From an optimization exercise on the open Yosys and OpenROAD flow, aimed at small area; shortcuts taken in it are not production practice. In this exercise RTL edits were held to simulation tests only and were not proved equivalent to the original. Power and IR drop assume default switching activity.

==> design/flow/design.v <==
module uart_bps_1(clk, cnt_start, bps_sig, cnt_n);
  input clk;
  wire clk;
  input cnt_start;
  wire cnt_start;
  output bps_sig;
  wire bps_sig;
  output cnt_n;
  reg cnt_n;
  wire g0;
  wire g1;
  wire g10;
  wire g11;
  wire g12;
  wire g13;
  wire g14;
  wire g15;
  wire g16;
  wire g17;
  wire g18;
  wire g19;
  wire g2;
  wire g20;
  wire g21;
  wire g22;
  wire g23;
  wire g24;
  wire g25;
  wire g26;
  wire g27;
  wire g28;
  wire g29;
  wire g3;
  wire g30;
  wire g31;
  wire g32;
  wire g4;
  wire g5;
  wire g6;
  wire g7;
  wire g8;
  wire g9;
  wire [12:0] s;
  assign g4 = ~(s[8] | s[9]);
  assign g3 = s[10] | s[11];
  assign g2 = g4 & ~(g3);
  assign g1 = s[5] | s[2];
  assign g0 = cnt_n | ~(s[4]);
  assign g32 = ~(s[6] & s[3]);
  assign g18 = g32 | g0;
  assign g19 = g18 | g1;
  assign bps_sig = g2 & ~(g19);
  assign g20 = s[11] & s[9];
  assign g21 = ~(s[7] & s[10]);
  assign g22 = g20 & ~(g21);
  assign g23 = ~(s[1] & s[12]);
  assign g24 = s[6] | s[4];
  assign g25 = g24 | g1;
  assign g26 = g25 | g23;
  assign g27 = g26 | ~(g22);
  assign g28 = ~(g27 & cnt_start);
  assign g17 = s[2] & ~(g28);
  assign g16 = g28 | s[1];
  assign g15 = g28 | cnt_n;
  assign g29 = ~(s[1] ^ s[12]);
  assign g30 = ~(s[4] ^ cnt_n);
  assign g31 = g30 ^ g29;
  assign g14 = ~(g31 | g28);
  assign g13 = s[10] & ~(g28);
  assign g12 = g28 | s[9];
  assign g11 = g28 | s[8];
  assign g10 = g28 | s[7];
  assign g9 = s[6] & ~(g28);
  assign g8 = g28 | s[5];
  assign g7 = g28 | s[4];
  assign g6 = g28 | s[3];
  assign g5 = g28 | s[11];
  always @(posedge clk)
    cnt_n <= g14;
  reg g68;
  always @(posedge clk)
    g68 <= g15;
  assign s[1] = g68;
  reg g69;
  always @(posedge clk)
    g69 <= g16;
  assign s[2] = g69;
  reg g70;
  always @(posedge clk)
    g70 <= g17;
  assign s[3] = g70;
  reg g71;
  always @(posedge clk)
    g71 <= g5;
  assign s[12] = g71;
  reg g72;
  always @(posedge clk)
    g72 <= g6;
  assign s[4] = g72;
  reg g73;
  always @(posedge clk)
    g73 <= g7;
  assign s[5] = g73;
  reg g74;
  always @(posedge clk)
    g74 <= g8;
  assign s[6] = g74;
  reg g75;
  always @(posedge clk)
    g75 <= g9;
  assign s[7] = g75;
  reg g76;
  always @(posedge clk)
    g76 <= g10;
  assign s[8] = g76;
  reg g77;
  always @(posedge clk)
    g77 <= g11;
  assign s[9] = g77;
  reg g78;
  always @(posedge clk)
    g78 <= g12;
  assign s[10] = g78;
  reg g79;
  always @(posedge clk)
    g79 <= g13;
  assign s[11] = g79;
  assign s[0] = cnt_n;
endmodule
module uart_receive_1(clk, rst_n, clk_bps, data_rx, rx_int, data_tx, shift);
  input clk;
  wire clk;
  input rst_n;
  wire rst_n;
  input clk_bps;
  wire clk_bps;
  input data_rx;
  wire data_rx;
  output rx_int;
  reg rx_int;
  output [7:0] data_tx;
  reg [7:0] data_tx;
  output shift;
  wire shift;
  wire g0;
  wire g1;
  wire g10;
  wire g11;
  wire g12;
  wire g13;
  wire g14;
  wire g15;
  wire g16;
  wire g17;
  wire g18;
  wire g19;
  wire g2;
  wire g20;
  wire g21;
  wire g22;
  wire g23;
  wire g24;
  wire g25;
  wire g26;
  wire g27;
  wire g28;
  wire g29;
  wire g3;
  wire g4;
  wire g5;
  wire g6;
  wire g7;
  wire g8;
  wire g9;
  reg [3:0] num;
  reg [1:0] rx;
  assign g16 = clk_bps & ~(num[3]);
  assign g17 = num[0] & ~(g16);
  assign shift = clk_bps & ~(g17);
  assign g18 = num[1] & num[0];
  assign g19 = ~(g18 | clk_bps);
  assign g20 = num[1] & ~(g19);
  assign g21 = ~rx_int;
  assign g22 = g19 & num[2];
  assign g23 = g22 | g21;
  assign g11 = g23 | g20;
  assign g24 = num[1] & ~(clk_bps);
  assign g25 = rx_int & ~(g24);
  assign g26 = ~(clk_bps & num[0]);
  assign g10 = ~(g26 & g25);
  assign g27 = ~(g16 ^ num[0]);
  assign g9 = g25 & ~(g27);
  assign g8 = shift ? data_tx[7] : data_tx[6];
  assign g7 = shift ? data_tx[6] : data_tx[5];
  assign g6 = shift ? data_tx[5] : data_tx[4];
  assign g5 = shift ? data_rx : data_tx[7];
  assign g4 = shift ? data_tx[4] : data_tx[3];
  assign g28 = rx_int & ~(g18);
  assign g29 = rx[1] & ~(rx[0]);
  assign g3 = g29 | g28;
  assign g12 = shift ? data_tx[3] : data_tx[2];
  assign g13 = shift ? data_tx[2] : data_tx[1];
  assign g14 = shift ? data_tx[1] : data_tx[0];
  assign g0 = num[2] | ~(clk_bps);
  assign g1 = g19 & ~(num[3]);
  assign g2 = g0 & ~(g1);
  assign g15 = g2 | g21;
  always @(posedge clk)
    num[2] <= g11;
  always @(posedge clk)
    data_tx[1] <= g13;
  always @(posedge clk)
    data_tx[2] <= g12;
  always @(posedge clk, negedge rst_n)
    if (!rst_n) rx[0] <= 1'h1;
    else rx[0] <= data_rx;
  always @(posedge clk, negedge rst_n)
    if (!rst_n) rx_int <= 1'h0;
    else rx_int <= g3;
  always @(posedge clk)
    data_tx[3] <= g4;
  always @(posedge clk)
    data_tx[7] <= g5;
  always @(posedge clk)
    data_tx[4] <= g6;
  always @(posedge clk)
    data_tx[5] <= g7;
  always @(posedge clk)
    data_tx[6] <= g8;
  always @(posedge clk)
    num[0] <= g9;
  always @(posedge clk, negedge rst_n)
    if (!rst_n) rx[1] <= 1'h1;
    else rx[1] <= rx[0];
  always @(posedge clk)
    num[3] <= g15;
  always @(posedge clk)
    num[1] <= g10;
  always @(posedge clk)
    data_tx[0] <= g14;
endmodule
module surf_internet_rx(clk, rst_n, data_rx, shift, rx_int, cnt_b1, flag_en_1, addr_daohang_data, data_rx_end_internet);
  input clk;
  wire clk;
  input rst_n;
  wire rst_n;
  input [7:0] data_rx;
  wire [7:0] data_rx;
  input shift;
  wire shift;
  input rx_int;
  wire rx_int;
  input cnt_b1;
  wire cnt_b1;
  output flag_en_1;
  wire flag_en_1;
  output [7:0] addr_daohang_data;
  reg [7:0] addr_daohang_data;
  output [12:0] data_rx_end_internet;
  wire [12:0] data_rx_end_internet;
  reg [5:0] cnt_1;
  reg [6:0] count;
  reg [7:0] count_1;
  reg [3:0] d0;
  wire [3:0] d1;
  reg [3:0] direction;
  wire g0;
  wire g1;
  wire g10;
  wire g100;
  wire g101;
  wire g102;
  wire g103;
  wire g104;
  wire g105;
  wire g106;
  wire g107;
  wire g108;
  wire g109;
  wire g11;
  wire g110;
  wire g111;
  wire g112;
  wire g113;
  wire g114;
  wire g115;
  wire g116;
  wire g117;
  wire g118;
  wire g119;
  wire g12;
  wire g120;
  wire g121;
  wire g122;
  wire g123;
  wire g124;
  wire g125;
  wire g126;
  wire g127;
  wire g128;
  wire g129;
  wire g13;
  wire g130;
  wire g131;
  wire g132;
  wire g133;
  wire g134;
  wire g135;
  wire g136;
  wire g137;
  wire g138;
  wire g139;
  wire g14;
  wire g140;
  wire g141;
  wire g142;
  wire g143;
  wire g144;
  wire g145;
  wire g146;
  wire g147;
  wire g148;
  wire g149;
  wire g15;
  wire g150;
  wire g151;
  wire g152;
  wire g153;
  wire g154;
  wire g155;
  wire g156;
  wire g157;
  wire g158;
  wire g159;
  wire g16;
  wire g160;
  wire g161;
  wire g162;
  wire g163;
  wire g164;
  wire g165;
  wire g166;
  wire g167;
  wire g168;
  wire g169;
  wire g17;
  wire g170;
  wire g171;
  wire g172;
  wire g173;
  wire g174;
  wire g175;
  wire g176;
  wire g177;
  wire g178;
  wire g179;
  wire g18;
  wire g180;
  wire g181;
  wire g182;
  wire g183;
  wire g184;
  wire g185;
  wire g186;
  wire g187;
  wire g188;
  wire g189;
  wire g19;
  wire g190;
  wire g191;
  wire g192;
  wire g193;
  wire g194;
  wire g195;
  wire g196;
  wire g197;
  wire g198;
  wire g199;
  wire g2;
  wire g20;
  wire g200;
  wire g201;
  wire g202;
  wire g203;
  wire g204;
  wire g205;
  wire g206;
  wire g207;
  wire g208;
  wire g209;
  wire g21;
  wire g210;
  wire g211;
  wire g212;
  wire g213;
  wire g214;
  wire g215;
  wire g216;
  wire g217;
  wire g218;
  wire g219;
  wire g22;
  wire g220;
  wire g221;
  wire g222;
  wire g223;
  wire g224;
  wire g225;
  wire g226;
  wire g227;
  wire g228;
  wire g229;
  wire g23;
  wire g230;
  wire g231;
  wire g232;
  wire g233;
  wire g234;
  wire g235;
  wire g236;
  wire g237;
  wire g238;
  wire g239;
  wire g24;
  wire g240;
  wire g241;
  wire g242;
  wire g243;
  wire g244;
  wire g245;
  wire g246;
  wire g247;
  wire g248;
  wire g249;
  wire g25;
  wire g250;
  wire g251;
  wire g252;
  wire g253;
  wire g254;
  wire g255;
  wire g256;
  wire g257;
  wire g258;
  wire g259;
  wire g26;
  wire g260;
  wire g261;
  wire g262;
  wire g263;
  wire g264;
  wire g265;
  wire g266;
  wire g267;
  wire g268;
  wire g269;
  wire g27;
  wire g270;
  wire g271;
  wire g272;
  wire g273;
  wire g274;
  wire g275;
  wire g276;
  wire g277;
  wire g278;
  wire g279;
  wire g28;
  wire g280;
  wire g281;
  wire g282;
  wire g283;
  wire g284;
  wire g285;
  wire g286;
  wire g287;
  wire g288;
  wire g289;
  wire g29;
  wire g290;
  wire g291;
  wire g292;
  wire g293;
  wire g294;
  wire g295;
  wire g296;
  wire g297;
  wire g298;
  wire g299;
  wire g3;
  wire g30;
  wire g300;
  wire g301;
  wire g302;
  wire g303;
  wire g304;
  wire g305;
  wire g306;
  wire g307;
  wire g308;
  wire g309;
  wire g31;
  wire g310;
  wire g311;
  wire g312;
  wire g313;
  wire g314;
  wire g315;
  wire g316;
  wire g317;
  wire g318;
  wire g319;
  wire g32;
  wire g320;
  wire g321;
  wire g322;
  wire g323;
  wire g324;
  wire g325;
  wire g326;
  wire g327;
  wire g328;
  wire g329;
  wire g33;
  wire g330;
  wire g331;
  wire g332;
  wire g333;
  wire g334;
  wire g335;
  wire g336;
  wire g337;
  wire g338;
  wire g339;
  wire g34;
  wire g340;
  wire g341;
  wire g342;
  wire g343;
  wire g344;
  wire g345;
  wire g346;
  wire g347;
  wire g348;
  wire g349;
  wire g35;
  wire g350;
  wire g351;
  wire g352;
  wire g353;
  wire g354;
  wire g355;
  wire g356;
  wire g357;
  wire g358;
  wire g359;
  wire g36;
  wire g360;
  wire g361;
  wire g362;
  wire g363;
  wire g364;
  wire g365;
  wire g366;
  wire g367;
  wire g368;
  wire g369;
  wire g37;
  wire g370;
  wire g371;
  wire g372;
  wire g373;
  wire g374;
  wire g375;
  wire g376;
  wire g377;
  wire g378;
  wire g379;
  wire g38;
  wire g380;
  wire g381;
  wire g382;
  wire g383;
  wire g384;
  wire g385;
  wire g386;
  wire g387;
  wire g388;
  wire g389;
  wire g39;
  wire g390;
  wire g391;
  wire g392;
  wire g393;
  wire g394;
  wire g395;
  wire g396;
  wire g397;
  wire g398;
  wire g399;
  wire g4;
  wire g40;
  wire g400;
  wire g401;
  wire g402;
  wire g403;
  wire g404;
  wire g405;
  wire g406;
  wire g407;
  wire g408;
  wire g409;
  wire g41;
  wire g410;
  wire g411;
  wire g412;
  wire g413;
  wire g414;
  wire g415;
  wire g416;
  wire g417;
  wire g418;
  wire g419;
  wire g42;
  wire g420;
  wire g421;
  wire g422;
  wire g423;
  wire g424;
  wire g425;
  wire g426;
  wire g427;
  wire g428;
  wire g429;
  wire g43;
  wire g430;
  wire g431;
  wire g432;
  wire g433;
  wire g434;
  wire g435;
  wire g436;
  wire g437;
  wire g438;
  wire g439;
  wire g44;
  wire g440;
  wire g441;
  wire g442;
  wire g443;
  wire g444;
  wire g445;
  wire g446;
  wire g447;
  wire g448;
  wire g449;
  wire g45;
  wire g450;
  wire g451;
  wire g452;
  wire g453;
  wire g454;
  wire g455;
  wire g456;
  wire g457;
  wire g458;
  wire g459;
  wire g46;
  wire g460;
  wire g461;
  wire g462;
  wire g463;
  wire g464;
  wire g465;
  wire g466;
  wire g467;
  wire g468;
  wire g469;
  wire g47;
  wire g470;
  wire g471;
  wire g472;
  wire g473;
  wire g474;
  wire g475;
  wire g476;
  wire g477;
  wire g478;
  wire g479;
  wire g48;
  wire g480;
  wire g481;
  wire g482;
  wire g483;
  wire g484;
  wire g485;
  wire g486;
  wire g487;
  wire g488;
  wire g489;
  wire g49;
  wire g490;
  wire g491;
  wire g492;
  wire g493;
  wire g494;
  wire g495;
  wire g496;
  wire g497;
  wire g498;
  wire g499;
  wire g5;
  wire g50;
  wire g500;
  wire g501;
  wire g502;
  wire g503;
  wire g504;
  wire g505;
  wire g506;
  wire g507;
  wire g508;
  wire g509;
  wire g51;
  wire g510;
  wire g511;
  wire g512;
  wire g513;
  wire g514;
  wire g515;
  wire g516;
  wire g517;
  wire g518;
  wire g519;
  wire g52;
  wire g520;
  wire g521;
  wire g522;
  wire g523;
  wire g524;
  wire g525;
  wire g526;
  wire g527;
  wire g528;
  wire g529;
  wire g53;
  wire g530;
  wire g531;
  wire g532;
  wire g533;
  wire g54;
  wire g55;
  wire g56;
  wire g57;
  wire g58;
  wire g59;
  wire g6;
  wire g60;
  wire g61;
  wire g62;
  wire g63;
  wire g64;
  wire g65;
  wire g66;
  wire g67;
  wire g68;
  wire g69;
  wire g7;
  wire g70;
  wire g71;
  wire g72;
  wire g73;
  wire g74;
  wire g75;
  wire g76;
  wire g77;
  wire g78;
  wire g79;
  wire g8;
  wire g80;
  wire g81;
  wire g82;
  wire g83;
  wire g84;
  wire g85;
  wire g86;
  wire g87;
  wire g88;
  wire g89;
  wire g9;
  wire g90;
  wire g91;
  wire g92;
  wire g93;
  wire g94;
  wire g95;
  wire g96;
  wire g97;
  wire g98;
  wire g99;
  reg m1;
  reg m2;
  wire [3:0] n1;
  reg [3:0] n2;
  reg nege;
  reg nege1;
  reg [5:0] num;
  reg [5:0] num_1;
  reg pk1_comma;
  reg pk_comma;
  reg pk_digit;
  reg [3:0] pk_nib;
  reg [3:0] s1;
  reg [3:0] s2;
  reg timeout;
  reg timeout_1;
  reg [2:0] tmr;
  reg two;
  reg valid;
  assign g461 = g458 & ~(g460);
  assign g462 = g461 ^ data_rx[2];
  assign g463 = s2[3] & ~(g458);
  assign g464 = g463 ^ g529;
  assign g465 = g283 | ~(g287);
  assign g466 = g94 & ~(g288);
  assign g467 = g459 & ~(g466);
  assign g468 = g465 & ~(g467);
  assign g469 = g468 ^ g520;
  assign g470 = g469 | g464;
  assign g471 = g470 | g462;
  assign g472 = g457 & ~(g471);
  assign g473 = g472 & ~(g448);
  assign g349 = g473 | g441;
  assign g474 = count[6] ^ count[2];
  assign g475 = g18 & ~(g474);
  assign g476 = count[0] & ~(g16);
  assign g348 = g476 | g475;
  assign g347 = g43 ? pk_nib[3] : d0[3];
  assign g346 = g43 ? pk_nib[0] : d0[0];
  assign g477 = num_1[3] & ~(g429);
  assign g478 = num_1[2] & ~(g431);
  assign g345 = g478 | g477;
  assign g479 = cnt_1[4] & ~(g271);
  assign g480 = cnt_1[5] & ~(g268);
  assign g344 = g480 | g479;
  assign g481 = num_1[2] & ~(g429);
  assign g482 = num_1[1] & ~(g431);
  assign g343 = g482 | g481;
  assign g342 = g45 ? direction[3] : data_rx_end_internet[3];
  assign g483 = valid & ~(shift);
  assign g341 = g483 | nege;
  assign g484 = num_1[1] & ~(g429);
  assign g485 = num_1[0] & ~(g431);
  assign g340 = g485 | g484;
  assign g486 = num_1[5] & ~(g429);
  assign g487 = num_1[4] & ~(g431);
  assign g339 = g487 | g486;
  assign g488 = num_1[0] & ~(g429);
  assign g489 = num_1[2] & num_1[1];
  assign g490 = ~(num_1[4] & num_1[3]);
  assign g491 = g489 & ~(g490);
  assign g492 = num_1[0] & ~(g491);
  assign g493 = g492 ^ num_1[5];
  assign g494 = ~(g493 | g431);
  assign g338 = g494 | g488;
  assign g495 = num[3] & ~(g245);
  assign g497 = num[2] & ~(g247);
  assign g337 = g497 | g495;
  assign g498 = g443 & g289;
  assign g336 = g284 ? g498 : s2[3];
  assign g499 = num[2] & ~(g245);
  assign g500 = num[1] & ~(g247);
  assign g335 = g500 | g499;
  assign g501 = count_1[7] & ~(g40);
  assign g502 = g42 & count_1[6];
  assign g334 = g502 | g501;
  assign g503 = num[1] & ~(g245);
  assign g504 = num[0] & ~(g247);
  assign g333 = g504 | g503;
  assign g505 = num[0] & ~(g245);
  assign g506 = num[2] & num[1];
  assign g507 = ~(num[4] & num[3]);
  assign g508 = g506 & ~(g507);
  assign g509 = num[0] & ~(g508);
  assign g510 = g509 ^ num[5];
  assign g511 = ~(g510 | g247);
  assign g332 = g511 | g505;
  assign g331 = g240 ? pk_nib[3] : n1[3];
  always @(posedge clk, negedge rst_n)
    if (!rst_n) direction[2] <= 1'h0;
    else direction[2] <= g420;
  always @(posedge clk, negedge rst_n)
    if (!rst_n) n2[0] <= 1'h1;
    else n2[0] <= g421;
  always @(posedge clk, negedge rst_n)
    if (!rst_n) n2[1] <= 1'h1;
    else n2[1] <= g422;
  always @(posedge clk, negedge rst_n)
    if (!rst_n) n2[2] <= 1'h1;
    else n2[2] <= g423;
  always @(posedge clk, negedge rst_n)
    if (!rst_n) m2 <= 1'h0;
    else m2 <= g349;
  always @(posedge clk)
    count[1] <= g350;
  always @(posedge clk)
    num[3] <= g337;
  always @(posedge clk)
    count[2] <= g351;
  always @(posedge clk)
    num[0] <= g332;
  always @(posedge clk)
    count[3] <= g352;
  always @(posedge clk)
    num_1[0] <= g338;
  always @(posedge clk)
    pk_nib[3] <= g353;
  always @(posedge clk)
    count[4] <= g354;
  always @(posedge clk)
    count_1[7] <= g334;
  always @(posedge clk)
    num_1[4] <= g355;
  always @(posedge clk, negedge rst_n)
    if (!rst_n) num_1[5] <= 1'h1;
    else num_1[5] <= g339;
  always @(posedge clk, negedge rst_n)
    if (!rst_n) m1 <= 1'h0;
    else m1 <= g356;
  always @(posedge clk)
    tmr[2] <= g357;
  always @(posedge clk)
    num_1[1] <= g340;
  always @(posedge clk)
    count[6] <= g358;
  reg g1089;
  always @(posedge clk, negedge rst_n)
    if (!rst_n) g1089 <= 1'h1;
    else g1089 <= g331;
  assign n1[3] = g1089;
  always @(posedge clk)
    count[5] <= g359;
  always @(posedge clk, negedge rst_n)
    if (!rst_n) valid <= 1'h0;
    else valid <= g341;
  always @(posedge clk, negedge rst_n)
    if (!rst_n) addr_daohang_data[7] <= 1'h0;
    else addr_daohang_data[7] <= g360;
  always @(posedge clk)
    count_1[0] <= g361;
  reg g1094;
  always @(posedge clk, negedge rst_n)
    if (!rst_n) g1094 <= 1'h0;
    else g1094 <= g342;
  assign data_rx_end_internet[3] = g1094;
  always @(posedge clk)
    count_1[1] <= g362;
  always @(posedge clk)
    num_1[2] <= g343;
  always @(posedge clk)
    count_1[2] <= g363;
  always @(posedge clk)
    num[2] <= g335;
  always @(posedge clk)
    count_1[3] <= g364;
  always @(posedge clk, negedge rst_n)
    if (!rst_n) cnt_1[5] <= 1'h0;
    else cnt_1[5] <= g344;
  always @(posedge clk)
    count_1[4] <= g365;
  always @(posedge clk)
    num_1[3] <= g345;
  always @(posedge clk)
    count_1[5] <= g366;
  always @(posedge clk)
    num[1] <= g333;
  always @(posedge clk)
    count_1[6] <= g367;
  always @(posedge clk, negedge rst_n)
    if (!rst_n) d0[0] <= 1'h0;
    else d0[0] <= g346;
  always @(posedge clk, negedge rst_n)
    if (!rst_n) d0[1] <= 1'h0;
    else d0[1] <= g368;
  always @(posedge clk, negedge rst_n)
    if (!rst_n) d0[2] <= 1'h0;
    else d0[2] <= g369;
  reg g1109;
  always @(posedge clk, negedge rst_n)
    if (!rst_n) g1109 <= 1'h0;
    else g1109 <= g370;
  assign data_rx_end_internet[0] = g1109;
  always @(posedge clk, negedge rst_n)
    if (!rst_n) pk1_comma <= 1'h0;
    else pk1_comma <= g371;
  reg g1111;
  always @(posedge clk, negedge rst_n)
    if (!rst_n) g1111 <= 1'h0;
    else g1111 <= g372;
  assign data_rx_end_internet[1] = g1111;
  reg g1112;
  always @(posedge clk, negedge rst_n)
    if (!rst_n) g1112 <= 1'h0;
    else g1112 <= g373;
  assign data_rx_end_internet[2] = g1112;
  reg g1113;
  always @(posedge clk, negedge rst_n)
    if (!rst_n) g1113 <= 1'h0;
    else g1113 <= g374;
  assign d1[0] = g1113;
  always @(posedge clk, negedge rst_n)
    if (!rst_n) pk_digit <= 1'h0;
    else pk_digit <= g375;
  always @(posedge clk)
    num[4] <= g376;
  always @(posedge clk, negedge rst_n)
    if (!rst_n) d0[3] <= 1'h0;
    else d0[3] <= g347;
  reg g1117;
  always @(posedge clk, negedge rst_n)
    if (!rst_n) g1117 <= 1'h0;
    else g1117 <= g377;
  assign data_rx_end_internet[5] = g1117;
  reg g1118;
  always @(posedge clk, negedge rst_n)
    if (!rst_n) g1118 <= 1'h0;
    else g1118 <= g378;
  assign data_rx_end_internet[6] = g1118;
  reg g1119;
  always @(posedge clk, negedge rst_n)
    if (!rst_n) g1119 <= 1'h0;
    else g1119 <= g379;
  assign data_rx_end_internet[7] = g1119;
  reg g1120;
  always @(posedge clk, negedge rst_n)
    if (!rst_n) g1120 <= 1'h0;
    else g1120 <= g380;
  assign data_rx_end_internet[8] = g1120;
  reg g1121;
  always @(posedge clk, negedge rst_n)
    if (!rst_n) g1121 <= 1'h0;
    else g1121 <= g381;
  assign data_rx_end_internet[9] = g1121;
  reg g1122;
  always @(posedge clk, negedge rst_n)
    if (!rst_n) g1122 <= 1'h0;
    else g1122 <= g382;
  assign data_rx_end_internet[10] = g1122;
  reg g1123;
  always @(posedge clk, negedge rst_n)
    if (!rst_n) g1123 <= 1'h0;
    else g1123 <= g383;
  assign data_rx_end_internet[11] = g1123;
  always @(posedge clk, negedge rst_n)
    if (!rst_n) s1[0] <= 1'h0;
    else s1[0] <= g384;
  always @(posedge clk, negedge rst_n)
    if (!rst_n) n2[3] <= 1'h1;
    else n2[3] <= g385;
  always @(posedge clk, negedge rst_n)
    if (!rst_n) s1[1] <= 1'h0;
    else s1[1] <= g386;
  always @(posedge clk, negedge rst_n)
    if (!rst_n) s1[2] <= 1'h0;
    else s1[2] <= g387;
  always @(posedge clk, negedge rst_n)
    if (!rst_n) timeout <= 1'h0;
    else timeout <= g388;
  always @(posedge clk, negedge rst_n)
    if (!rst_n) timeout_1 <= 1'h0;
    else timeout_1 <= g389;
  reg g1130;
  always @(posedge clk, negedge rst_n)
    if (!rst_n) g1130 <= 1'h0;
    else g1130 <= g390;
  assign data_rx_end_internet[12] = g1130;
  always @(posedge clk, negedge rst_n)
    if (!rst_n) pk_comma <= 1'h0;
    else pk_comma <= g391;
  always @(posedge clk, negedge rst_n)
    if (!rst_n) s1[3] <= 1'h0;
    else s1[3] <= g392;
  always @(posedge clk, negedge rst_n)
    if (!rst_n) addr_daohang_data[0] <= 1'h0;
    else addr_daohang_data[0] <= g393;
  always @(posedge clk, negedge rst_n)
    if (!rst_n) addr_daohang_data[1] <= 1'h0;
    else addr_daohang_data[1] <= g394;
  always @(posedge clk, negedge rst_n)
    if (!rst_n) addr_daohang_data[2] <= 1'h0;
    else addr_daohang_data[2] <= g395;
  always @(posedge clk, negedge rst_n)
    if (!rst_n) addr_daohang_data[3] <= 1'h0;
    else addr_daohang_data[3] <= g396;
  always @(posedge clk, negedge rst_n)
    if (!rst_n) addr_daohang_data[4] <= 1'h0;
    else addr_daohang_data[4] <= g397;
  always @(posedge clk, negedge rst_n)
    if (!rst_n) addr_daohang_data[5] <= 1'h0;
    else addr_daohang_data[5] <= g398;
  always @(posedge clk, negedge rst_n)
    if (!rst_n) addr_daohang_data[6] <= 1'h0;
    else addr_daohang_data[6] <= g399;
  always @(posedge clk)
    tmr[0] <= g400;
  always @(posedge clk)
    count[0] <= g348;
  always @(posedge clk)
    tmr[1] <= g401;
  always @(posedge clk, negedge rst_n)
    if (!rst_n) nege <= 1'h0;
    else nege <= g496;
  always @(posedge clk, negedge rst_n)
    if (!rst_n) s2[3] <= 1'h0;
    else s2[3] <= g336;
  always @(posedge clk)
    two <= g413;
  always @(posedge clk)
    pk_nib[0] <= g402;
  always @(posedge clk)
    pk_nib[1] <= g403;
  always @(posedge clk)
    pk_nib[2] <= g404;
  reg g1149;
  always @(posedge clk, negedge rst_n)
    if (!rst_n) g1149 <= 1'h1;
    else g1149 <= g405;
  assign n1[1] = g1149;
  reg g1150;
  always @(posedge clk, negedge rst_n)
    if (!rst_n) g1150 <= 1'h0;
    else g1150 <= g406;
  assign d1[2] = g1150;
  always @(posedge clk, negedge rst_n)
    if (!rst_n) cnt_1[0] <= 1'h0;
    else cnt_1[0] <= g407;
  always @(posedge clk, negedge rst_n)
    if (!rst_n) num[5] <= 1'h1;
    else num[5] <= g408;
  always @(posedge clk)
    nege1 <= nege;
  always @(posedge clk, negedge rst_n)
    if (!rst_n) cnt_1[1] <= 1'h0;
    else cnt_1[1] <= g409;
  always @(posedge clk, negedge rst_n)
    if (!rst_n) direction[3] <= 1'h0;
    else direction[3] <= g410;
  always @(posedge clk, negedge rst_n)
    if (!rst_n) cnt_1[2] <= 1'h0;
    else cnt_1[2] <= g411;
  always @(posedge clk, negedge rst_n)
    if (!rst_n) cnt_1[3] <= 1'h0;
    else cnt_1[3] <= g412;
  always @(posedge clk, negedge rst_n)
    if (!rst_n) cnt_1[4] <= 1'h0;
    else cnt_1[4] <= g414;
  always @(posedge clk, negedge rst_n)
    if (!rst_n) s2[0] <= 1'h0;
    else s2[0] <= g415;
  always @(posedge clk, negedge rst_n)
    if (!rst_n) s2[1] <= 1'h0;
    else s2[1] <= g416;
  always @(posedge clk, negedge rst_n)
    if (!rst_n) s2[2] <= 1'h0;
    else s2[2] <= g417;
  always @(posedge clk, negedge rst_n)
    if (!rst_n) direction[0] <= 1'h0;
    else direction[0] <= g418;
  always @(posedge clk, negedge rst_n)
    if (!rst_n) direction[1] <= 1'h0;
    else direction[1] <= g419;
  assign g330 = cnt_1[1] & cnt_1[0];
  assign g329 = ~(g330 & cnt_1[2]);
  assign flag_en_1 = cnt_1[5] & ~(g329);
  assign g328 = ~num[3];
  assign g327 = num[4] | num[5];
  assign g326 = g328 & ~(g327);
  assign g325 = num[0] & ~(num[1]);
  assign g324 = g325 & num[2];
  assign g323 = ~(g324 & g326);
  assign g413 = pk_comma & ~(g323);
  assign g496 = cnt_b1 & ~(rx_int);
  assign g322 = ~(count[6] & count[2]);
  assign g321 = ~(count[5] & count[3]);
  assign g320 = ~(nege1 & pk_digit);
  assign g319 = g320 | g321;
  assign g318 = g319 | g322;
  assign g317 = num[0] | ~(num[1]);
  assign g316 = g317 | num[2];
  assign g315 = g316 | g318;
  assign g314 = g327 | g328;
  assign g313 = ~(g314 | g315);
  assign g423 = g313 ? pk_nib[2] : n2[2];
  assign g422 = g313 ? pk_nib[1] : n2[1];
  assign g421 = g313 ? pk_nib[0] : n2[0];
  assign g312 = nege & ~(count_1[5]);
  assign g311 = count_1[7] | ~(pk_digit);
  assign g310 = g312 & ~(g311);
  assign g309 = ~(count_1[2] & count_1[6]);
  assign g308 = ~(count_1[1] | count_1[0]);
  assign g307 = ~(count_1[4] | count_1[3]);
  assign g306 = ~(g307 & g308);
  assign g305 = g306 | g309;
  assign g304 = g310 & ~(g305);
  assign g303 = direction[2] & ~(g304);
  assign g302 = num_1[1] | ~(num_1[0]);
  assign g301 = g302 | ~(pk_nib[2]);
  assign g300 = num_1[4] | num_1[3];
  assign g299 = g300 | num_1[5];
  assign g298 = g299 | num_1[2];
  assign g297 = g304 & ~(g298);
  assign g296 = g297 & ~(g301);
  assign g420 = g296 | g303;
  assign g295 = direction[1] & ~(g304);
  assign g294 = g302 | ~(pk_nib[1]);
  assign g293 = g297 & ~(g294);
  assign g419 = g293 | g295;
  assign g292 = direction[0] & ~(g304);
  assign g291 = g302 | ~(pk_nib[0]);
  assign g290 = g297 & ~(g291);
  assign g418 = g290 | g292;
  assign g289 = m2 & nege;
  assign g288 = s2[1] & s2[0];
  assign g287 = ~(g288 | s2[2]);
  assign g286 = s2[3] & ~(g287);
  assign g285 = ~(g286 | g289);
  assign g284 = s2[2] & s2[0];
  assign g283 = ~(s2[3] | s2[1]);
  assign g282 = g283 | ~(g284);
  assign g281 = g282 & ~(g287);
  assign g417 = g285 ? s2[2] : g281;
  assign g280 = s2[0] & ~(g285);
  assign g279 = s2[1] & ~(g280);
  assign g278 = s2[1] | ~(s2[0]);
  assign g277 = s2[3] & s2[2];
  assign g276 = ~(g277 | g278);
  assign g275 = g276 & ~(g285);
  assign g416 = g275 | g279;
  assign g415 = ~(g285 ^ s2[0]);
  assign g274 = num_1[0] | ~(num_1[1]);
  assign g273 = ~(g274 | g298);
  assign g272 = cnt_1[3] & ~(g329);
  assign g271 = g272 | ~(g273);
  assign g270 = g302 | ~(num_1[2]);
  assign g269 = ~(g270 | g299);
  assign g268 = g269 | ~(g271);
  assign g267 = cnt_1[4] & ~(g268);
  assign g266 = cnt_1[3] & ~(g271);
  assign g414 = g266 | g267;
  assign g265 = g273 | cnt_1[3];
  assign g264 = g273 & ~(cnt_1[2]);
  assign g263 = g264 | g269;
  assign g412 = g265 & ~(g263);
  assign g262 = cnt_1[2] & ~(g268);
  assign g261 = cnt_1[1] & ~(g271);
  assign g411 = g261 | g262;
  assign g260 = direction[3] & ~(g304);
  assign g259 = g302 | ~(pk_nib[3]);
  assign g258 = g297 & ~(g259);
  assign g410 = g258 | g260;
  assign g257 = cnt_1[1] & ~(g268);
  assign g256 = cnt_1[0] & ~(g271);
  assign g409 = g256 | g257;
  assign g255 = s1[2] & s1[3];
  assign g254 = s1[1] | s1[0];
  assign g253 = g255 & ~(g254);
  assign g252 = ~(g253 | nege);
  assign g251 = timeout & ~(g252);
  assign g250 = s1[1] & s1[0];
  assign g249 = s1[2] | ~(s1[3]);
  assign g248 = g250 & ~(g249);
  assign g247 = g248 | ~(g251);
  assign g246 = num[4] & ~(g247);
  assign g245 = g248 | g251;
  assign g244 = num[5] & ~(g245);
  assign g408 = g244 | g246;
  assign g243 = ~cnt_1[0];
  assign g242 = ~(g271 | cnt_1[5]);
  assign g241 = cnt_1[0] & ~(g269);
  assign g407 = g242 ? g243 : g241;
  assign g240 = ~(g318 | g323);
  assign g406 = g240 ? pk_nib[2] : d1[2];
  assign g405 = g240 ? pk_nib[1] : n1[1];
  assign g239 = timeout & valid;
  assign g404 = g239 ? data_rx[2] : pk_nib[2];
  assign g403 = g239 ? data_rx[1] : pk_nib[1];
  assign g402 = g239 ? data_rx[0] : pk_nib[0];
  assign g238 = ~(n1[1] ^ pk_nib[1]);
  assign g237 = d1[2] ^ pk_nib[2];
  assign g236 = g238 & ~(g237);
  assign g235 = d1[0] ^ pk_nib[0];
  assign g234 = pk_nib[3] ^ n1[3];
  assign g233 = g234 | g235;
  assign g232 = g236 & ~(g233);
  assign g231 = g232 | ~(g240);
  assign g230 = ~(tmr[1] ^ tmr[0]);
  assign g401 = g231 & ~(g230);
  assign g229 = tmr[1] | tmr[2];
  assign g228 = g229 & ~(tmr[0]);
  assign g400 = g228 | ~(g231);
  assign g227 = flag_en_1 & addr_daohang_data[0];
  assign g226 = g227 & addr_daohang_data[1];
  assign g225 = g226 & addr_daohang_data[2];
  assign g224 = g225 & addr_daohang_data[3];
  assign g223 = g224 & addr_daohang_data[4];
  assign g222 = g223 & addr_daohang_data[5];
  assign g399 = g222 ^ addr_daohang_data[6];
  assign g398 = g223 ^ addr_daohang_data[5];
  assign g397 = g224 ^ addr_daohang_data[4];
  assign g396 = g225 ^ addr_daohang_data[3];
  assign g395 = g226 ^ addr_daohang_data[2];
  assign g394 = g227 ^ addr_daohang_data[1];
  assign g393 = flag_en_1 ^ addr_daohang_data[0];
  assign g221 = g254 & ~(g250);
  assign g220 = g221 | ~(g255);
  assign g219 = ~(m1 & nege);
  assign g218 = ~(s1[2] | s1[1]);
  assign g217 = s1[3] & ~(g218);
  assign g216 = g219 & ~(g217);
  assign g215 = g250 & ~(g216);
  assign g214 = ~(g215 & s1[2]);
  assign g213 = g214 & ~(s1[3]);
  assign g392 = g220 & ~(g213);
  assign g212 = data_rx[3] & data_rx[2];
  assign g211 = data_rx[4] | ~(data_rx[5]);
  assign g210 = g212 & ~(g211);
  assign g209 = data_rx[7] | data_rx[6];
  assign g208 = data_rx[1] | data_rx[0];
  assign g207 = g208 | g209;
  assign g206 = g210 & ~(g207);
  assign g391 = g239 ? g206 : pk_comma;
  assign g205 = n1[3] & ~(n1[1]);
  assign g204 = d0[2] ^ d0[0];
  assign g203 = d1[2] & d0[1];
  assign g202 = n1[1] & ~(n1[3]);
  assign g201 = g202 & d0[0];
  assign g200 = ~(d1[2] | d0[1]);
  assign g199 = g201 & ~(g200);
  assign g198 = ~(g199 | g203);
  assign g197 = g204 & ~(g198);
  assign g196 = g198 & ~(g204);
  assign g195 = ~(g196 | g197);
  assign g194 = g195 ^ g205;
  assign g193 = ~g194;
  assign g192 = d0[2] & d0[0];
  assign g191 = d0[3] ^ d0[1];
  assign g190 = g191 ^ g192;
  assign g189 = ~(g197 | g205);
  assign g188 = ~(g189 | g196);
  assign g187 = g188 & g190;
  assign g186 = d0[3] & d0[1];
  assign g185 = ~(g186 ^ d0[2]);
  assign g184 = g191 & g192;
  assign g183 = ~(g185 | g184);
  assign g182 = g187 ? g185 : g183;
  assign g181 = g182 & ~(g193);
  assign g180 = ~(g203 | g200);
  assign g179 = ~(g180 ^ g201);
  assign g178 = g188 ^ g190;
  assign g177 = g178 & ~(g179);
  assign g176 = ~(g178 ^ g179);
  assign g175 = g202 ^ d0[0];
  assign g174 = d1[0] & ~(g179);
  assign g173 = ~(g174 & g175);
  assign g172 = ~g175;
  assign g171 = g172 & ~(g174);
  assign g170 = g194 & ~(g171);
  assign g169 = g173 & ~(g170);
  assign g168 = g176 & ~(g169);
  assign g167 = ~(g168 | g177);
  assign g166 = g193 & ~(g182);
  assign g165 = ~(g166 | g167);
  assign g164 = ~(g165 | g181);
  assign g163 = g183 & ~(g187);
  assign g162 = d0[2] & ~(g163);
  assign g161 = ~(g162 ^ d0[3]);
  assign g160 = g178 & ~(g161);
  assign g159 = g178 | ~(g161);
  assign g158 = g159 & ~(g160);
  assign g157 = ~(g158 ^ g164);
  assign g156 = ~two;
  assign g155 = g173 & ~(g171);
  assign g154 = g155 ^ g194;
  assign g153 = n2[1] & d1[0];
  assign g152 = ~(g153 | n2[2]);
  assign g151 = ~(g153 & n2[2]);
  assign g150 = g151 & ~(g175);
  assign g149 = ~(g150 | g152);
  assign g148 = g149 & n2[3];
  assign g147 = g149 | n2[3];
  assign g146 = ~d1[0];
  assign g145 = g179 ^ g146;
  assign g144 = g145 & g147;
  assign g143 = g144 | g148;
  assign g142 = g143 & g154;
  assign g141 = ~(g169 ^ g176);
  assign g140 = g141 & g142;
  assign g139 = ~(g181 | g166);
  assign g138 = g139 ^ g167;
  assign g137 = g138 & ~(g140);
  assign g136 = g156 & ~(g137);
  assign g135 = g140 & ~(g138);
  assign g134 = g136 & ~(g135);
  assign g133 = g134 & g157;
  assign g132 = g147 & ~(g148);
  assign g131 = g132 ^ g145;
  assign g130 = two ? g194 : g131;
  assign g129 = g151 & ~(g152);
  assign g128 = g129 ^ g172;
  assign g127 = two ? g179 : g128;
  assign g126 = g127 & ~(g130);
  assign g125 = g143 ^ g154;
  assign g124 = two ? g178 : g125;
  assign g123 = g124 | ~(g126);
  assign g122 = g141 ^ g142;
  assign g121 = two ? g182 : g122;
  assign g120 = ~(g121 & g123);
  assign g119 = g120 | ~(g133);
  assign g118 = g164 & ~(g160);
  assign g117 = g118 | ~(g159);
  assign g116 = g117 ^ g182;
  assign g115 = g156 & ~(g116);
  assign g114 = ~tmr[2];
  assign g113 = tmr[1] & tmr[0];
  assign g112 = g113 & ~(g114);
  assign g111 = g112 | g323;
  assign g110 = g111 | g115;
  assign g109 = g119 & ~(g110);
  assign g108 = ~(g135 ^ g157);
  assign g107 = g108 | two;
  assign g106 = n2[1] ^ d1[0];
  assign g105 = two ? g175 : g106;
  assign g104 = g126 & ~(g105);
  assign g103 = g124 & ~(g104);
  assign g102 = g103 | g121;
  assign g101 = two & ~(g161);
  assign g100 = g101 | g134;
  assign g99 = g100 | g102;
  assign g98 = g107 & ~(g99);
  assign g97 = g109 & ~(g98);
  assign g96 = data_rx_end_internet[12] & ~(g97);
  assign g95 = g109 & ~(g107);
  assign g390 = g95 | g96;
  assign g94 = s2[1] | s2[0];
  assign g93 = g277 & ~(g94);
  assign g92 = count_1[4] & count_1[3];
  assign g91 = g92 & g308;
  assign g90 = timeout_1 & ~(g91);
  assign g389 = g90 | g93;
  assign g89 = count[1] & count[0];
  assign g88 = ~(count[4] & count[5]);
  assign g87 = g89 & ~(g88);
  assign g86 = timeout & ~(g87);
  assign g388 = g86 | g248;
  assign g85 = ~g253;
  assign g84 = ~s1[2];
  assign g83 = g215 ^ g84;
  assign g387 = g85 & ~(g83);
  assign g82 = s1[0] & ~(g216);
  assign g386 = g82 ^ s1[1];
  assign g385 = g313 ? pk_nib[3] : n2[3];
  assign g81 = g216 ^ s1[0];
  assign g384 = g85 & ~(g81);
  assign g383 = g97 ? g100 : data_rx_end_internet[11];
  assign g80 = two ? d1[0] : n2[0];
  assign g79 = g80 & g105;
  assign g78 = g127 & ~(g79);
  assign g77 = g130 & ~(g78);
  assign g76 = ~(g77 & g124);
  assign g75 = g133 & ~(g76);
  assign g74 = g75 ^ g121;
  assign g382 = g97 ? g74 : data_rx_end_internet[10];
  assign g73 = data_rx_end_internet[9] & ~(g97);
  assign g72 = g80 | g105;
  assign g71 = g127 & ~(g72);
  assign g70 = g130 & ~(g71);
  assign g69 = ~(g70 | g124);
  assign g68 = g69 & ~(g121);
  assign g67 = g68 | ~(g133);
  assign g66 = ~(g67 | g78);
  assign g65 = g66 & g130;
  assign g64 = g65 | g124;
  assign g63 = g75 | ~(g97);
  assign g62 = g64 & ~(g63);
  assign g381 = g62 | g73;
  assign g61 = g66 ^ g130;
  assign g380 = g97 ? g61 : data_rx_end_internet[8];
  assign g60 = g67 | g79;
  assign g59 = g60 ^ g127;
  assign g379 = g97 ? g59 : data_rx_end_internet[7];
  assign g58 = g80 & ~(g67);
  assign g57 = g58 ^ g105;
  assign g378 = g97 ? g57 : data_rx_end_internet[6];
  assign g56 = ~(g67 ^ g80);
  assign g377 = g97 ? g56 : data_rx_end_internet[5];
  assign g55 = num[4] & ~(g245);
  assign g54 = num[3] & ~(g247);
  assign g376 = g54 | g55;
  assign g53 = pk_digit & ~(g239);
  assign g52 = data_rx[2] | data_rx[1];
  assign g51 = ~(g52 & data_rx[3]);
  assign g50 = ~(data_rx[5] & valid);
  assign g49 = ~(data_rx[4] & timeout);
  assign g48 = g49 | g209;
  assign g47 = g48 | g50;
  assign g46 = g51 & ~(g47);
  assign g375 = g46 | g53;
  assign g374 = g240 ? pk_nib[0] : d1[0];
  assign g45 = g273 & ~(g97);
  assign g373 = g45 ? direction[2] : data_rx_end_internet[2];
  assign g372 = g45 ? direction[1] : data_rx_end_internet[1];
  assign g44 = ~(timeout_1 & valid);
  assign g371 = g44 ? pk1_comma : g206;
  assign g370 = g45 ? direction[0] : data_rx_end_internet[0];
  assign g43 = g326 & ~(g315);
  assign g369 = g43 ? pk_nib[2] : d0[2];
  assign g368 = g43 ? pk_nib[1] : d0[1];
  assign g42 = nege & pk1_comma;
  assign g41 = count_1[5] | ~(g42);
  assign g40 = g42 | g93;
  assign g39 = ~(g40 | count_1[6]);
  assign g367 = g41 & ~(g39);
  assign g38 = count_1[5] & ~(g40);
  assign g37 = g42 & count_1[4];
  assign g366 = g37 | g38;
  assign g36 = count_1[4] & ~(g40);
  assign g35 = g42 & count_1[3];
  assign g365 = g35 | g36;
  assign g34 = count_1[3] & ~(g40);
  assign g33 = g42 & count_1[2];
  assign g364 = g33 | g34;
  assign g32 = g40 | count_1[2];
  assign g31 = g42 & ~(count_1[1]);
  assign g363 = g32 & ~(g31);
  assign g30 = count_1[1] & ~(g40);
  assign g29 = g42 & count_1[0];
  assign g362 = g29 | g30;
  assign g28 = count_1[0] & ~(g40);
  assign g27 = ~(count_1[5] & count_1[1]);
  assign g26 = g27 | g309;
  assign g25 = g92 & ~(g26);
  assign g24 = count_1[0] ^ count_1[6];
  assign g23 = g24 | g25;
  assign g22 = count_1[7] ^ count_1[1];
  assign g21 = g22 ^ g23;
  assign g20 = g42 & ~(g21);
  assign g361 = g20 | g28;
  assign g19 = g222 & addr_daohang_data[6];
  assign g360 = g19 ^ addr_daohang_data[7];
  assign g18 = pk_comma & nege;
  assign g17 = count[4] | ~(g18);
  assign g16 = g18 | g248;
  assign g15 = ~(g16 | count[5]);
  assign g359 = g17 & ~(g15);
  assign g14 = g16 | count[6];
  assign g13 = g18 & ~(count[5]);
  assign g358 = g14 & ~(g13);
  assign g12 = g113 ^ g114;
  assign g357 = g231 & ~(g12);
  assign g11 = m1 & ~(valid);
  assign g10 = g221 | s1[2];
  assign g9 = s1[0] & ~(s1[1]);
  assign g8 = g9 & ~(g84);
  assign g7 = g8 | s1[3];
  assign g6 = g7 | ~(g10);
  assign g5 = g6 ^ data_rx[0];
  assign g4 = s1[3] & ~(g9);
  assign g3 = ~(s1[3] | s1[1]);
  assign g2 = g3 | s1[2];
  assign g1 = ~(g2 | g4);
  assign g0 = g1 & ~(data_rx[4]);
  assign g533 = s1[3] | s1[0];
  assign g532 = g218 ^ data_rx[2];
  assign g531 = g532 ^ g533;
  assign g530 = g531 | g0;
  assign g529 = ~data_rx[6];
  assign g528 = ~(g249 | s1[1]);
  assign g527 = g529 & ~(g528);
  assign g526 = g9 & ~(g255);
  assign g525 = g526 ^ data_rx[3];
  assign g524 = g525 | g527;
  assign g523 = g528 & ~(g529);
  assign g522 = g523 | g524;
  assign g521 = g522 | g530;
  assign g520 = ~data_rx[1];
  assign g519 = g218 | s1[3];
  assign g518 = g519 | ~(g221);
  assign g517 = g518 & ~(g528);
  assign g516 = g517 ^ g520;
  assign g515 = data_rx[4] & ~(g1);
  assign g514 = g50 | data_rx[7];
  assign g513 = g514 | g515;
  assign g512 = g513 | g516;
  assign g424 = g512 | g521;
  assign g425 = g5 & ~(g424);
  assign g356 = g425 | g11;
  assign g426 = g277 & ~(g278);
  assign g427 = g426 | nege;
  assign g428 = ~(g427 & timeout_1);
  assign g429 = g93 | ~(g428);
  assign g430 = num_1[4] & ~(g429);
  assign g431 = g428 | g93;
  assign g432 = num_1[3] & ~(g431);
  assign g355 = g432 | g430;
  assign g433 = count[4] & ~(g16);
  assign g434 = g18 & count[3];
  assign g354 = g434 | g433;
  assign g353 = g239 ? data_rx[3] : pk_nib[3];
  assign g435 = g16 | count[3];
  assign g436 = g18 & ~(count[2]);
  assign g352 = g435 & ~(g436);
  assign g437 = g16 | count[2];
  assign g438 = g18 & ~(count[1]);
  assign g351 = g437 & ~(g438);
  assign g439 = count[1] & ~(g16);
  assign g440 = g18 & count[0];
  assign g350 = g440 | g439;
  assign g441 = m2 & ~(valid);
  assign g442 = ~(s2[2] | s2[0]);
  assign g443 = s2[1] & ~(s2[3]);
  assign g444 = g443 | g442;
  assign g445 = ~(s2[3] | s2[2]);
  assign g446 = g445 ^ data_rx[3];
  assign g447 = g446 ^ g444;
  assign g448 = g447 | g514;
  assign g449 = g278 | ~(s2[2]);
  assign g450 = g442 | s2[3];
  assign g451 = g449 & ~(g450);
  assign g452 = g451 ^ data_rx[0];
  assign g453 = ~(g442 & s2[1]);
  assign g454 = ~(g449 | s2[3]);
  assign g455 = g454 | ~(g453);
  assign g456 = g455 ^ data_rx[4];
  assign g457 = ~(g456 | g452);
  assign g458 = ~(g94 & g287);
  assign g459 = s2[2] & ~(s2[3]);
  assign g460 = g459 & ~(s2[0]);
  assign { n1[2], n1[0] } = { d1[2], d1[0] };
  assign data_rx_end_internet[4] = 1'h1;
endmodule
module top_rx_surf(
	input 			clk,
	input 			rst_n,
	input 			data_rx,
	output			flag_en_1,
	output [7:0]	addr_daohang_data,
	output [12:0]	data_rx_end_internet
    );
	wire	[7:0]	data_tx;
	wire			rx_int, clk_bps, cnt_b1, shift;
surf_internet_rx u_surf_internet_rx (
    .clk(clk),
    .rst_n(rst_n),
    .data_rx(data_tx),
    .shift(shift),
    .rx_int(rx_int),
    .cnt_b1(cnt_b1),
	.flag_en_1(flag_en_1),
	.addr_daohang_data(addr_daohang_data),
    .data_rx_end_internet(data_rx_end_internet)
    );
uart_bps_1 u_uart_bps_1 (
    .clk(clk),
    .cnt_start(rx_int),
    .bps_sig(clk_bps),
    .cnt_n(cnt_b1)
    );
uart_receive_1 u_uart_receive_1 (
    .clk(clk),
    .rst_n(rst_n),
    .clk_bps(clk_bps),
    .data_rx(data_rx),
    .rx_int(rx_int),
    .data_tx(data_tx),
    .shift(shift)
    );
endmodule
==> design/flow/flow/run.sh <==
#!/bin/bash
# Layout flow: the standard flow (standard.sh: ORFS with the standard
# synthesis), with two changes to how the layout is made:
#  - the port buffers are the smallest buffer (buf_1) instead of the cell
#    buffer_ports picks by itself;
#  - clock tree synthesis inserts no dummy loads.
# Each tool's output is in the ORFS logs; make's output goes to flow.log.
set -euo pipefail
cd "$(dirname "$0")/.."
bash standard.sh \
  BUFFER_PORTS_ARGS="-buffer_cell sky130_fd_sc_hd__buf_1" \
  CTS_ARGS="-sink_clustering_enable -repair_clock_nets -sink_clustering_size 20 -sink_clustering_max_diameter 100 -buf_list sky130_fd_sc_hd__clkbuf_4 -dont_use_dummy_load" \
  finish > flow.log 2>&1
==> design/flow/standard.sh <==
#!/bin/bash
# synth_recipe.tcl (not shown) runs the flow's synth.tcl, then flattens the netlist and writes it again
# the make line also repeats each setting of config.mk as NAME=value (left out here)
make -C /OpenROAD-flow-scripts/flow DESIGN_CONFIG=/design/flow/config.mk WORK_HOME=/design/flow/orfs CLKGATE_MAP_FILE= SYNTH_SCRIPT=/design/flow/synth_recipe.tcl "${@:-finish}"
==> design/flow/config.mk <==
export PLATFORM = sky130hd
export DESIGN_NAME = top_rx_surf
export DESIGN_NICKNAME = top_rx_surf
export VERILOG_FILES = /design/flow/design.v
export SDC_FILE = /design/flow/constraint.sdc
export NUM_CORES = 4
export LEC_CHECK = 0
export CAP_MARGIN = 20
export CORE_MARGIN = 2
export CORE_UTILIZATION = 65
export CTS_BUF_LIST = sky130_fd_sc_hd__clkbuf_4
export CTS_CLUSTER_DIAMETER = 100
export CTS_CLUSTER_SIZE = 20
export SLEW_MARGIN = 20
==> design/flow/constraint.sdc <==
create_clock -name core_clock -period 10.0 [get_ports {clk}]
set_input_delay 2.0000 -clock core_clock [delete_from_list [all_inputs] [get_ports {clk}]]
set_output_delay 2.0000 -clock core_clock [all_outputs]
set_load 0.01 [all_outputs]
==> flow_metrics.env, run 1 <==
export IMPL_yosysMostFrequentCell="nand2_1"
export IMPL_row_count=35
export IMPL_cts_resized=0
export IMPL_finalCritPeriodShare_pct=52.1
export IMPL_power_density_mw_per_mm2=133
export IMPL_synthesis_instances=587
export IMPL_numClockSinks=123
export IMPL_critPathMaxStageDelay_ns=0.59
export IMPL_cts_buffers=17
export IMPL_async_flop_share_pct=52.0
export IMPL_cp_end_kind="flip-flop"
export IMPL_ys_ff_latch=123
export IMPL_drive_gt1_share_pct=11.2
export IMPL_ys_warn_count=3
export IMPL_critPathLaunchType="flip-flop"
export IMPL_cp_startpoint="u_surf_internet_rx.g1089$_DFFE_PN1N_"
export IMPL_wl_um=10400
export IMPL_synth_area_mm2=0.00608
export IMPL_min_path_type="flip-flop to flip-flop"
export IMPL_setup_violations=0
export IMPL_fillers=737
export IMPL_vdd_drop_max_mv=0.102
export IMPL_clockBufferDepth=2
export IMPL_grt_total_usage_pct=22.4
export IMPL_synth_nets=631
export IMPL_core_area_mm2=0.00915
export IMPL_crit_required_ns=10.37
export IMPL_synth_area_leaders="dfrtp_1 (22%), dfxtp_1 (15%), ha_1 (6.8%)"
export IMPL_p_seq_share_pct=66.5
export IMPL_grt_max_degree=65
export IMPL_post_cts_buffers=0
export IMPL_period_needed_ns=5.21
export IMPL_dp_hpwl_um=7540
export IMPL_seq_area_frac_synth_pct=47.9
export IMPL_yosys_area_top_type="dfrtp_1"
export IMPL_clock_fmax_mhz=192
export IMPL_synth_common_cells="nand2_1 (59), dfrtp_1 (54), o21ai_0 (50), dfxtp_1 (47), inv_1 (37)"
export IMPL_power_switching_share_pct=23.0
export IMPL_dr_pass1_iters=5
export IMPL_h_tree_depth=4
export IMPL_antenna_found_initial=0
export IMPL_clk_pin_slew_ns=0.09
export IMPL_p_total_uw=832
export IMPL_status="finished clean"
export IMPL_worst_pin_slew_ns=0.813
export IMPL_syn_avg_cell_area_um2=10.4
export IMPL_rsz0062_at_grt="no"
export IMPL_gp_congestion=0.827
export IMPL_synthFlopType="dfrtp_1"
export IMPL_die_x_um=101
export IMPL_drt_iter0_drc=131
export IMPL_hold_viol_final=0
export IMPL_hold_start="u_uart_receive_1.rx[0]$_DFF_PN1_"
export IMPL_slew_violations=0
export IMPL_layout_nets=644
export IMPL_start_util_pct=66.5
export IMPL_port_buffers=23
export IMPL_pwr_share_comb_pct=6.7
export IMPL_relSlewSlack_pct=45.8
export IMPL_leakage_nw=2.80
export IMPL_grt_pass1_vias=3871
export IMPL_drc=0
export IMPL_area_growth_pct=3.04
export IMPL_fin_worst_skew_ns=0.0436
export IMPL_dieArea_mm2=0.0101
export IMPL_p_sw_uw=191
export IMPL_cpMostUsedCell="fa_1"
export IMPL_avgRoutedWirePerCell_um=14.6
export IMPL_r2r_start="u_surf_internet_rx.g1089$_DFFE_PN1N_"
export IMPL_clkLatencyLatePin_ns=0.51
export IMPL_grt_remaining_overflow=0
export IMPL_cts_root_buf="clkbuf_4"
export IMPL_tns_ns=0
export IMPL_tritoncts="done"
export IMPL_cap_viol_max_count=0
export IMPL_critPathSlowestCell="fa_1"
export IMPL_io_pins=25
export IMPL_cp_data_arrival_time_ns=5.58
export IMPL_vias=4115
export IMPL_yosysUniqueCellTypes=62
export IMPL_die_h_um=101
export IMPL_holdBufCountCts=0
export IMPL_grt_first_pass_wirelength_um=17900
export IMPL_cp_max_fo=11
export IMPL_path_buf_inv=4
export IMPL_routed_via_density=5.80
export IMPL_diodes=0
export IMPL_clock_power_share_pct=26.8
export IMPL_p_int_uw=641
export IMPL_path_class="flip-flop to flip-flop"
export IMPL_yosysTopAreaCellShare_pct=22.2
export IMPL_path_cells="nor2b_1 -> ha_1 -> inv_1 -> fa_1 -> inv_1 -> fa_1 -> inv_1 -> fa_1 -> fa_1 -> inv_1 -> fa_1 -> fa_1 -> a21boi_0 -> nor4_1 -> o32ai_1 -> o211ai_2 -> nor2b_4 -> mux2_4"
export IMPL_synth_edf_count=12
export IMPL_cp_top_family="adder cells"
export IMPL_ant_nets=0
layout by cell type (no fill, tap or decap), types with 4 or more instances in the layout:
master    netlist  layout
o21ai_0        50      50
dfstp_2        10      10
mux2_4          7       7
buf_1           0      22
dfrtp_1        54      54
inv_1          37      37
nand4_1         4       4
nor2b_1         7       7
nand2b_1       13      13
nand3b_1        5       5
or2_2           7       7
and2_1          6       6
mux2_2         15      15
mux2i_1         6       6
nor2_1         30      30
a22o_1         12      12
a31oi_1         4       4
a21oi_1        16      16
nand2_1        59      59
xnor2_1        13      13
a21o_1          6       6
fa_1            8       8
nand3_1        18      18
edfxtp_1       12      12
clkbuf_4        0      17
xor2_1         11      11
ha_1           33      33
o31ai_1         5       5
nor3_1         10      10
dfxtp_1        47      47
layout make-up:
type	instances	area (um2)	share of cell area (%)
sequential	123	2920	46.5
multi-input combinational	397	2850	45.5
inverter	37	139	2.22
tap	111	139	2.22
clock buffer	17	128	2.04
timing repair buffer	24	95.1	1.52
power by group through the flow:
| stage | logic (mW) | registers (mW) | clock network [mW] |
|---|---|---|---|
| 3_5_place_dp | 0.0569 | 0.563 | 0 |
| 2_1_floorplan | 0.0442 | 0.556 | 0 |
| 6_report | 0.0553 | 0.553 | 0.223 |
| 3_3_place_gp | 0.0552 | 0.562 | 0 |
| 4_1_cts | 0.0570 | 0.553 | 0.235 |
| 5_1_grt | 0.0658 | 0.558 | 0.256 |
flip-flops by register name, indices dropped and copies added (netlist names), 6 cells and up:
signal and count:
u_surf_internet_rx.count_1 8, u_uart_receive_1.data_tx 8, u_surf_internet_rx.num_1 6, u_surf_internet_rx.count 7
u_surf_internet_rx.num 6, u_surf_internet_rx.cnt_1 6, u_surf_internet_rx.addr_daohang_data 8
routing by layer:
metal / wire [um] / GRT usage (%) / vias up
li1: - / - / 2060
met1: 4980 / 29.9 / 1972
met2: 4960 / 35.9 / 71
met3: 323 / 5.83 / 12
met4: 102 / 7.38 / 0
met5: 0 / 0 / -
worst reg2reg max path, stage by stage, from the launching register on:
cell	delay, ns
dfstp_2	0.55
nor2b_1	0.06
ha_1	0.18
inv_1	0.06
fa_1	0.15
inv_1	0.05
fa_1	0.59
inv_1	0.09
fa_1	0.45
fa_1	0.43
inv_1	0.07
fa_1	0.18
fa_1	0.46
a21boi_0	0.17
nor4_1	0.30
o32ai_1	0.17
o211ai_2	0.50
nor2b_4	0.33
mux2_4	0.32
logic make-up after synthesis:
kind of cell	count (synthesis)	share of synthesized area [%]
flip-flops	123	47.9
AND/OR/NAND/NOR	185	15.7
multiplexers	28	5.49
XOR/XNOR	24	3.46
AO/OA/AOI/OAI	118	12.7
other	1	0.0617
buffers and inverters	67	5.18
adder cells (fa/ha/maj)	41	9.42
worst paths after layout:
path                                                             end  slack (ns)  cells past startpoint
worst max register to register  u_surf_internet_rx.g1094$_DFFE_PN0P_        4.79                     18
min in group asynchronous       u_surf_internet_rx.g1119$_DFFE_PN0P_        1.64                      2
worst min register to register      u_uart_receive_1.rx[1]$_DFF_PN1_        0.37                      0
worst max-delay path            u_surf_internet_rx.g1094$_DFFE_PN0P_        4.79                     18
worst min-delay path                u_uart_receive_1.rx[1]$_DFF_PN1_        0.37                      0
max in group asynchronous       u_surf_internet_rx.d0[1]$_DFFE_PN0P_        7.76                      2
per-stage QoR:
step | hold slack, ns | instance area, um2 | instances | setup WS (ns) | utilization [%]
2_1_floorplan | 0.352 | 6080 | 587 | 5.51 | -
3_3_place_gp | 0.358 | 6140 | 692 | 4.99 | 67.1
3_5_place_dp | 0.358 | 6140 | 692 | 4.77 | 67.1
4_1_cts | 0.372 | 6270 | 709 | 4.77 | 68.5
5_1_grt | 0.376 | 6270 | 709 | 4.47 | 68.5
6_report | 0.371 | 6270 | 709 | 4.79 | 68.5
==> inputs of run 2 (changes only) <==
==> design/flow/run.sh (new file) <==
#!/bin/bash
# synth_recipe.tcl (not shown) runs the flow's synth.tcl, then flattens the netlist and writes it again
# the make line also repeats each setting of config.mk as NAME=value (left out here)
make -C /OpenROAD-flow-scripts/flow DESIGN_CONFIG=/design/flow/config.mk WORK_HOME=/design/flow/orfs CLKGATE_MAP_FILE= SYNTH_SCRIPT=/design/flow/synth_recipe.tcl finish
--- a/design/flow/config.mk
+++ b/design/flow/config.mk
@@ -9,3 +9,3 @@
 export CORE_MARGIN = 2
-export CORE_UTILIZATION = 65
+export CORE_UTILIZATION = 40
 export CTS_BUF_LIST = sky130_fd_sc_hd__clkbuf_4
removed: design/flow/flow/run.sh
removed: design/flow/standard.sh
==> flow_metrics.env, run 2 <==
export IMPL_period_needed_ns=5.23
export IMPL_ant_nets=0
export IMPL_cp_max_fo=11
export IMPL_routed_via_density=5.18
export IMPL_pwr_share_comb_pct=5.9
export IMPL_antenna_found_initial=0
export IMPL_critPathLaunchType="flip-flop"
export IMPL_yosys_area_top_type="dfrtp_1"
export IMPL_avgRoutedWirePerCell_um=14.0
export IMPL_holdBufCountCts=0
export IMPL_fin_worst_skew_ns=0.0117
export IMPL_worst_pin_slew_ns=0.730
export IMPL_largestRegisters="u_surf_internet_rx.addr_daohang_data x8, u_surf_internet_rx.count_1 x8, u_uart_receive_1.data_tx x8"
export IMPL_die_x_um=127
export IMPL_leakage_nw=2.91
export IMPL_grt_max_degree=44
export IMPL_critPathMaxStageDelay_ns=0.60
export IMPL_cpMostUsedCell="fa_1"
export IMPL_diodes=0
export IMPL_hold_viol_final=0
export IMPL_fillers=1440
export IMPL_port_buffers=23
export IMPL_dp_hpwl_um=8210
export IMPL_finalCritPeriodShare_pct=52.3
export IMPL_row_count=45
export IMPL_tns_ns=0
export IMPL_setup_ws_ns=4.77
export IMPL_ys_warn_count=3
export IMPL_h_tree_depth=4
export IMPL_gp_congestion=0.871
export IMPL_slew_violations=0
export IMPL_start_util_pct=40.5
export IMPL_cp_top_family="adder cells"
export IMPL_min_path_type="flip-flop to flip-flop"
export IMPL_die_h_um=127
export IMPL_cts_root_buf="clkbuf_4"
export IMPL_cts_buffers=17
export IMPL_drc=0
export IMPL_cp_end_kind="flip-flop"
export IMPL_tritoncts="done"
export IMPL_p_seq_share_pct=58.9
export IMPL_synth_area_mm2=0.00608
export IMPL_grt_pass1_vias=4075
export IMPL_power_switching_share_pct=26.4
export IMPL_yosysTopAreaCellShare_pct=22.2
export IMPL_area_growth_pct=9.24
export IMPL_path_buf_inv=4
export IMPL_async_flop_share_pct=52.0
export IMPL_wl_um=11200
export IMPL_clock_power_share_pct=35.2
export IMPL_syn_avg_cell_area_um2=10.4
export IMPL_critPathSlowestCell="fa_1"
export IMPL_synth_area_leaders="dfrtp_1 (22%), dfxtp_1 (15%), ha_1 (6.8%)"
export IMPL_synth_edf_count=12
export IMPL_power_density_mw_per_mm2=141
export IMPL_final_cell_area_mm2=0.00664
export IMPL_drt_iter0_drc=287
export IMPL_cts_resized=0
export IMPL_vias=4153
export IMPL_clockBufferDepth=2
export IMPL_relSlewSlack_pct=50.8
export IMPL_synthesis_instances=587
export IMPL_path_cells="nor2b_1 -> ha_1 -> inv_1 -> fa_1 -> inv_1 -> fa_1 -> inv_1 -> fa_1 -> fa_1 -> inv_1 -> fa_1 -> fa_1 -> a21boi_0 -> nor4_1 -> o32ai_1 -> o211ai_2 -> nor2b_4 -> mux2_4"
export IMPL_grt_first_pass_wirelength_um=19600
export IMPL_io_pins=25
export IMPL_grt_remaining_overflow=0
export IMPL_vdd_drop_max_mv=0.104
export IMPL_layout_common_cells="nand2_1 (59), dfrtp_1 (54), o21ai_0 (50)"
export IMPL_synth_common_cells="nand2_1 (59), dfrtp_1 (54), o21ai_0 (50), dfxtp_1 (47), inv_1 (37)"
export IMPL_numClockSinks=123
export IMPL_synth_nets=631
export IMPL_rsz0062_at_grt="no"
export IMPL_ys_ff_latch=123
export IMPL_synthFlopType="dfrtp_1"
export IMPL_layout_nets=644
export IMPL_dieArea_mm2=0.0162
export IMPL_path_class="flip-flop to flip-flop"
export IMPL_place_ws_ns=4.84
export IMPL_core_area_mm2=0.0150
export IMPL_cp_data_arrival_time_ns=5.64
export IMPL_crit_required_ns=10.41
export IMPL_p_sw_uw=248
export IMPL_yosysMostFrequentCell="nand2_1"
export IMPL_status="finished clean"
export IMPL_cap_viol_max_count=0
export IMPL_post_cts_buffers=0
export IMPL_setup_violations=0
export IMPL_p_int_uw=692
export IMPL_clk_pin_slew_ns=0.12
export IMPL_yosysUniqueCellTypes=62
export IMPL_clock_fmax_mhz=191
export IMPL_seq_area_frac_synth_pct=47.9
export IMPL_grt_total_usage_pct=15.1
export IMPL_placed_area_mm2=0.00637
export IMPL_drive_gt1_share_pct=13.2
export IMPL_clkLatencyLatePin_ns=0.52
export IMPL_dr_pass1_iters=5
export IMPL_layout_commonest_cell="nand2_1"
==> run 2: cell counts after synthesis <==
No cell type changed its count.
==> run 2: area by class of cell <==
| class | instances | area (um2) | area share [%] |
|---|---|---|---|
| Clock buffer | 17 | 128 | 1.92 |
| Timing Repair Buffer | 24 | 233 | 3.50 |
| Multi-Input combinational cell | 397 | 2850 | 42.9 |
| Sequential cell | 123 | 2920 | 43.9 |
| Inverter | 37 | 139 | 2.09 |
| Clock inverter | 15 | 143 | 2.15 |
| Tap cell | 188 | 235 | 3.54 |
==> run 2: power groups by stage <==
| stage | combinational, mW | sequential (mW) | clock [mW] |
|---|---|---|---|
| 2_1_floorplan | 0.0442 | 0.556 | 0 |
| 3_3_place_gp | 0.0560 | 0.563 | 0 |
| 3_5_place_dp | 0.0571 | 0.564 | 0 |
| 4_1_cts | 0.0575 | 0.554 | 0.345 |
| 5_1_grt | 0.0661 | 0.559 | 0.370 |
| 6_report | 0.0558 | 0.554 | 0.330 |
==> run 2: cell families after synthesis <==
| family | count (synthesis) | share of synthesized area, % |
|---|---|---|
| and+or+nand+nor | 185 | 15.7 |
| DFF | 123 | 47.9 |
| AOI/OAI and AO/OA | 118 | 12.7 |
| buffers and inverters | 67 | 5.18 |
| adders and majority gates | 41 | 9.42 |
| muxes | 28 | 5.49 |
| xor gates and xnor gates | 24 | 3.46 |
| other | 1 | 0.0617 |
==> run 2: routing by layer <==
metal,GRT usage [%],up-vias,routed length [um]
li1,-,2074,-
met3,4.73,12,435
met2,24.7,72,5420
met5,0,-,0
met1,19.2,1995,5280
met4,4.59,0,92
==> run 2: path summary, 6_finish.rpt <==
check,start,to,slack (ns),cells past startpoint
setup / recovery,u_surf_internet_rx.g1089$_DFFE_PN1N_,u_surf_internet_rx.g1111$_DFFE_PN0P_,4.77,18
min in group asynchronous,rst_n,u_surf_internet_rx.g1113$_DFFE_PN0N_,1.45,1
hold reg to reg,u_uart_receive_1.rx[0]$_DFF_PN1_,u_uart_receive_1.rx[1]$_DFF_PN1_,0.37,0
hold / removal,u_uart_receive_1.rx[0]$_DFF_PN1_,u_uart_receive_1.rx[1]$_DFF_PN1_,0.37,0
setup reg to reg,u_surf_internet_rx.g1089$_DFFE_PN1N_,u_surf_internet_rx.g1111$_DFFE_PN0P_,4.77,18
max in group asynchronous,rst_n,u_surf_internet_rx.s2[2]$_DFFE_PN0N_,7.59,2
==> run 2: stage by stage <==
| stage | power (mW) | hold WS [ns] | utilization [%] | cells |
|---|---|---|---|---|
| 3_5_place_dp | 0.621 | 0.358 | 42.4 | 769 |
| 5_1_grt | 0.996 | 0.380 | 44.2 | 801 |
| 3_3_place_gp | 0.619 | 0.358 | 42.4 | 769 |
| 2_1_floorplan | 0.601 | 0.352 | - | 587 |
| 6_report | 0.940 | 0.375 | 44.2 | 801 |
| 4_1_cts | 0.956 | 0.376 | 44.2 | 801 |
==> run 2: worst register-to-register path, stage by stage (launching register included) <==
cell	delay [ns]
dfstp_2	0.57
nor2b_1	0.05
ha_1	0.17
inv_1	0.06
fa_1	0.15
inv_1	0.05
fa_1	0.60
inv_1	0.09
fa_1	0.45
fa_1	0.42
inv_1	0.08
fa_1	0.19
fa_1	0.47
a21boi_0	0.18
nor4_1	0.28
o32ai_1	0.16
o211ai_2	0.49
nor2b_4	0.33
mux2_4	0.31
